This is an optimization exercise on Yosys and OpenROAD, whose aim is small area, not a production implementation. The RTL was checked by simulation tests, not by an equivalence proof against the original design. Power figures rest on the tool's default switching activity, not on a simulated workload.

==> flow/run.sh <==
#!/bin/bash
# synth_recipe.tcl (not shown) runs the flow's synth.tcl, then flattens the netlist and writes it again
# the make line also repeats each setting of config.mk as NAME=value (left out here)
make -C /OpenROAD-flow-scripts/flow DESIGN_CONFIG=/design/flow/config.mk WORK_HOME=/design/flow/orfs CLKGATE_MAP_FILE= SYNTH_SCRIPT=/design/flow/synth_recipe.tcl finish
==> flow/config.mk <==
export PLATFORM = sky130hd
export DESIGN_NAME = clutchcamassy
export DESIGN_NICKNAME = clutchcamassy
export VERILOG_FILES = /design/flow/design.v
export SDC_FILE = /design/flow/constraint.sdc
export NUM_CORES = 4
export LEC_CHECK = 0
export CAP_MARGIN = 20
export CORE_MARGIN = 2
export CORE_UTILIZATION = 40
export SLEW_MARGIN = 20
==> flow/constraint.sdc <==
create_clock -name core_clock -period 35.0 [get_ports {clk}]
set_input_delay 7.0000 -clock core_clock [delete_from_list [all_inputs] [get_ports {clk}]]
set_output_delay 7.0000 -clock core_clock [all_outputs]
set_load 0.01 [all_outputs]
==> flow/design.v <==
module clutchcamassy(clk, rst, clch_latch, power, cont_angle, clch_angle, rc1, rc2, rc3, rc4, rc5, rc6, rc7, rc8, rc9, rc12, rl1, rl2, rl3, rl10, sccb);
input logic clk;
input logic rst;
input logic clch_latch;
input logic power;
output int cont_angle;
output int clch_angle;
output logic rc1;
output logic rc2;
output logic rc3;
output logic rc4;
output logic rc5;
output logic rc6;
output logic rc7;
output logic rc8;
output logic rc9;
output logic rc12;
output logic rl1;
output logic rl2;
output logic rl3;
output logic rl10;
output logic sccb;
logic latched;
always @(posedge clk) begin
   if (rst) begin
      cont_angle <= 0;
      clch_angle <= 315;  
      latched = 0;
   end else begin
      if ((clch_angle == 315) && (
         cont_angle == 75 ||     
         cont_angle == 195 ||    
         cont_angle == 315)
      ) begin
            latched = clch_latch;
      end
      if (power) begin
         cont_angle <= (cont_angle + 1) % 360;
         if (latched)
            clch_angle <= (clch_angle + 1) % 360;
      end
   end
end
assign rc1 =
   (((cont_angle >= 8) && (cont_angle < 93))    ||
    ((cont_angle >= 128) && (cont_angle < 213)) ||
    ((cont_angle >= 248) && (cont_angle < 333)))
    ? 1'b1 : 1'b0;
assign rc2 =
    ((cont_angle >= 340) || (cont_angle < 65)   ||
    ((cont_angle >= 100) && (cont_angle < 195)) ||
    ((cont_angle >= 220) && (cont_angle < 306)))
    ? 1'b1 : 1'b0;
assign rc3 =
    ((cont_angle >= 342) || (cont_angle < 27)   ||
    ((cont_angle >= 102) && (cont_angle < 147)) ||
    ((cont_angle >= 222) && (cont_angle < 267)))
    ? 1'b1 : 1'b0;
assign rc4 =
   (((cont_angle >= 22) && (cont_angle < 107))  ||
    ((cont_angle >= 142) && (cont_angle < 227)) ||
    ((cont_angle >= 262) && (cont_angle < 347)))
    ? 1'b1 : 1'b0;
assign rc5 =
    ((cont_angle >= 272) && (cont_angle < 342))
    ? 1'b1 : 1'b0;
assign rc6 =
   (((cont_angle >= 32) && (cont_angle < 102))  ||
    ((cont_angle >= 152) && (cont_angle < 222)) ||
    ((cont_angle >= 272) && (cont_angle < 342)))
    ? 1'b1 : 1'b0;
assign rc7 =
    ((cont_angle >= 347) || (cont_angle < 22)   ||
    ((cont_angle >= 107) && (cont_angle < 142)) ||
    ((cont_angle >= 227) && (cont_angle < 262)))
    ? 1'b1 : 1'b0;
assign rc8 =
   (((cont_angle >= 32) && (cont_angle < 117))  ||
    ((cont_angle >= 152) && (cont_angle < 237)) ||
    ((cont_angle >= 272) && (cont_angle < 357)))
    ? 1'b1 : 1'b0;
assign rc9 =
    ((cont_angle >= 305) || (cont_angle < 15)   ||
    ((cont_angle >= 65) && (cont_angle < 135))  ||
    ((cont_angle >= 185) && (cont_angle < 265)))
    ? 1'b1 : 1'b0;
assign rc12 =
    ((cont_angle >= 331) || (cont_angle < 6)    ||
    ((cont_angle >= 91) && (cont_angle < 126))  ||
    ((cont_angle >= 211) && (cont_angle < 246)))
    ? 1'b1 : 1'b0;
assign rl1 =
   (((clch_angle >= 155) && (clch_angle < 185)) ||
    ((clch_angle >= 242) && (clch_angle < 307)))
    ? 1'b1 : 1'b0;
assign rl2 =
     (clch_angle >= 325) || (clch_angle < 155)
    ? 1'b1 : 1'b0;
assign rl3 =
    ((clch_angle >= 155) && (clch_angle < 277))
    ? 1'b1 : 1'b0;
assign rl10 =
    ((clch_angle >= 272) && (clch_angle < 342))
    ? 1'b1 : 1'b0;
assign sccb =
   (((clch_angle >= 12) && (clch_angle < 14)  ) ||
    ((clch_angle >= 30) && (clch_angle < 32))   ||
    ((clch_angle >= 48) && (clch_angle < 50))   ||
    ((clch_angle >= 66) && (clch_angle < 68))   ||
    ((clch_angle >= 84) && (clch_angle < 86))   ||
    ((clch_angle >= 102) && (clch_angle < 104)) ||
    ((clch_angle >= 120) && (clch_angle < 122)) ||
    ((clch_angle >= 138) && (clch_angle < 140)) ||
    ((clch_angle >= 156) && (clch_angle < 158)) ||
    ((clch_angle >= 174) && (clch_angle < 176)) ||
    ((clch_angle >= 192) && (clch_angle < 194)) ||
    ((clch_angle >= 210) && (clch_angle < 212)))
    ? 1'b1 : 1'b0;
endmodule
==> notes.md <==
drt pass-1 iters=6; worst-margin pin slew=1.06 ns; IO buf count=between 80 and 90; CP arrival=27.06 ns; Max Cap Viol=0; max-slew violations=0; R2R setup slack=8.17 ns; Simple-Gate Fraction of Synth Area=31.8%; Worst setup EP type=flop; Gate Count Post-Synth=3,416; vias in the first global route=23.4k; die footprint=62,900 sq um; leakage=roughly 8.4 nW; CTS H-tree depth=3; mux share of post-synthesis cell area=6.53%; core area=60,200 sq um; period utilisation layout=76.7%; die width=around 250 um; Rel. slew slack=29.1%; Post-Synthesis Net Count=3,430; worst hold path type=reg2reg; diode count=0; cell area after synthesis=24,400 sq um; Main synth FF type=dfxtp_1; FF-to-FF End=clch_angle[20]; Commonest cells post-synth=nor2_1, nand2_1, xnor2_1, a21oi_1, o21ai_0; 1st-iter DRT viols=approximately 2.5k; Async SR Flop Fraction=0%; DIE HEIGHT=251 um; Fin. Hold Viols=0; post-DP HPWL=60,300 um; CTS sink count=65; setup TNS=0 ns; placed cells=~4.1k; first-pass GRT wire length=around 130,000 um; Hold Crit Start=latched; Via density=between 6 and 7; startpoint types=flop; FILL cells=6,260; crit-path max FO=22; clock root cell=clkbuf_16; Yosys top cell by area=xnor2_1; Syn Area/Cell=7.13 sq um; TritonCTS clock tree=built; worst-case reg-to-reg path depth=72; Resized Gates After CTS=0; Final ANT Viol Nets=0; final net count=3,374; RSZ-0062 raised after global routing=false; Longest Clk Path Bufs=2; top-area cell type share of the netlist area=8.09%; Yosys cell types=182; Total GRT Usage=a little under a quarter; total gr overflow=0; post-CTS setup buffers=0; main combinational cell family by area after synthesis=compound AO/OA/AOI/OAI gates; Seq/Total Area, Yosys=5.34%; residual DRC count=0; EDFF count, synth=0; CP most frequent cell=a21oi_2; initial core utilization=around two fifths; flops & latches, synth=65; WHS=0.554 ns; vias after detailed routing=26.5k; hold depth=2; Core Rows=90; fin cells=4,147; hold_buf cts=0; area grow syn2layout=3.78%; number of CTS-inserted buffers=9; Hold EP=latched; Skew-Pair Late Insertion Delay=0.38 ns; final setup vio count=0; layout cell share with drive strength beyond 1=14.1%; antenna violations before repair=0; fmax=around 37 MHz; crit-path max cell delay=0.89 ns; Pwr Density=about 7.3 nW/um^2; worst path required time=35.23 ns; top post-synthesis cells by area=xnor2_1, nor2_1, dfxtp_1, nand2_1, a21oi_1; num ports=83; CP max stage cell=o2111ai_1; Min Clock Period, post-route=26.83 ns; Reg clk slew, reported paths=0.08 ns; CP Class=reg2reg; reg2reg start=clch_angle[1]; Peak supply drop=24.3 uV; largest net degree at the start of global routing=40; Routability Congestion=0.939; outcome=finished clean; Synth Area in Adders=1.27%; post-synthesis compound-gate area fraction=between 30% and 40%; top-count cell post-synth=nor2_1; WL per Instance=19.0 um; synth warn=1; Post-Route WL=78,600 um; xor and xnor area share after synthesis=12.5%; Post-Route Skew=0.0224 ns
-- through the flow --
stage               instance area, sq um  setup WS, ns  power, mW  utilization [%]
floorplan                          24400         14.90     0.0848                -
CTS                                25300          8.18      0.187             41.9
global placement                   25000          8.87     0.0873             41.4
detailed placement                 25000          8.24     0.0872             41.4
global route                       25300          5.95      0.191             41.9
finish                             25300          8.17      0.186             41.9
-- placed cells by master (no fill, tap or decap), types with 44 or more instances in the layout --
cell             instances
nor2_1                 364
nand2_1                327
xnor2_1                222
a21oi_1                203
o21ai_0                143
nand3_1                142
nor3_1                 136
mux2i_1                 90
clkdlybuf4s50_1         82
xor2_1                  81
dfxtp_1                 65
nand4_1                 63
buf_4                   61
nor4_1                  59
o211ai_1                54
a31oi_1                 52
inv_1                   50
or3_1                   45
o21ai_1                 45
a211oi_1                44
-- worst max-delay path by stage --
stage,start,to
6_report,clch_angle[1],clch_angle[20]
5_1_grt,clch_angle[1],clch_angle[30]
4_1_cts,clch_angle[1],clch_angle[20]
3_5_place_dp,clch_angle[1],clch_angle[20]
3_3_place_gp,clch_angle[1],clch_angle[20]
2_1_floorplan,clch_angle[0],clch_angle[8]
-- state kept, by name, summed over array words and instances, names as in the netlist --
signal	flops
clch_angle	32
latched	1
cont_angle	32
-- critical path, delay by kind of cell, from the launching register on --
kind,cells,cell delay (ns)
AO/OA/AOI/OAI,46,17.54
XOR/XNOR,7,2.63
adder cells (fa/ha/maj),1,0.55
flip-flops,1,0.77
multiplexers,3,1.05
AND/OR/NAND/NOR,15,4.08
-- power by group --
group / leakage, nW / switching [mW] / internal [mW]
registers: 0.524 / 0.00131 / 0.0742
logic: 7.76 / 0.00669 / 0.00356
clock network: 0.149 / 0.0425 / 0.0573
total: 8.44 / 0.0505 / 0.135
-- layer usage --
layer  wire (um)  track usage (%)  up-vias
met4        1550             5.58        0
met5           0                0        -
met2       34900             37.6      927
li1            -                -    12900
met1       37400             34.4    12500
met3        4760             2.13       95
-- final cells by class --
class | instances | area, sq um | area share, %
Inverter | 52 | 195 | 0.772
Clock inverter | 6 | 65.1 | 0.257
Timing Repair Buffer | 143 | 1280 | 5.06
Multi-Input combinational cell | 3089 | 21200 | 83.9
Clock buffer | 10 | 239 | 0.946
Tap cell | 782 | 978 | 3.87
Sequential cell | 65 | 1300 | 5.15
-- kinds of logic after synthesis --
family,after synthesis
compound gates,1112
xor+xnor,327
fa+ha+maj,28
buf+inv,262
flops,65
mux,140
simple gates,1482

port drivers added, routing unchanged:
Ports are ideal in the flow. The routed layout listed here was re-timed in OpenROAD. Step 1: set_driving_cell puts a clkbuf_16 on clk and a buf_2 on each other input, an assumption about the parent block. Step 2, shift: input delay + t, output delay - t, t = (earliest + latest rising clock arrival at the registers) / 2. This alone moves slack from input paths to output paths. Three values: ideal ports, drivers, drivers and shift; two values: the first two.
t (ns): 0.410
setup slack, ns: 8.165 / 8.165 / 8.165
worst register clock-pin slew, ns: 0.08 / 0.08
pins driven straight from the clock port: 1
After both steps this run still meets setup and hold. The setup slack of this run moves by 0.000 ns with the drivers and by 0.000 ns with both steps.
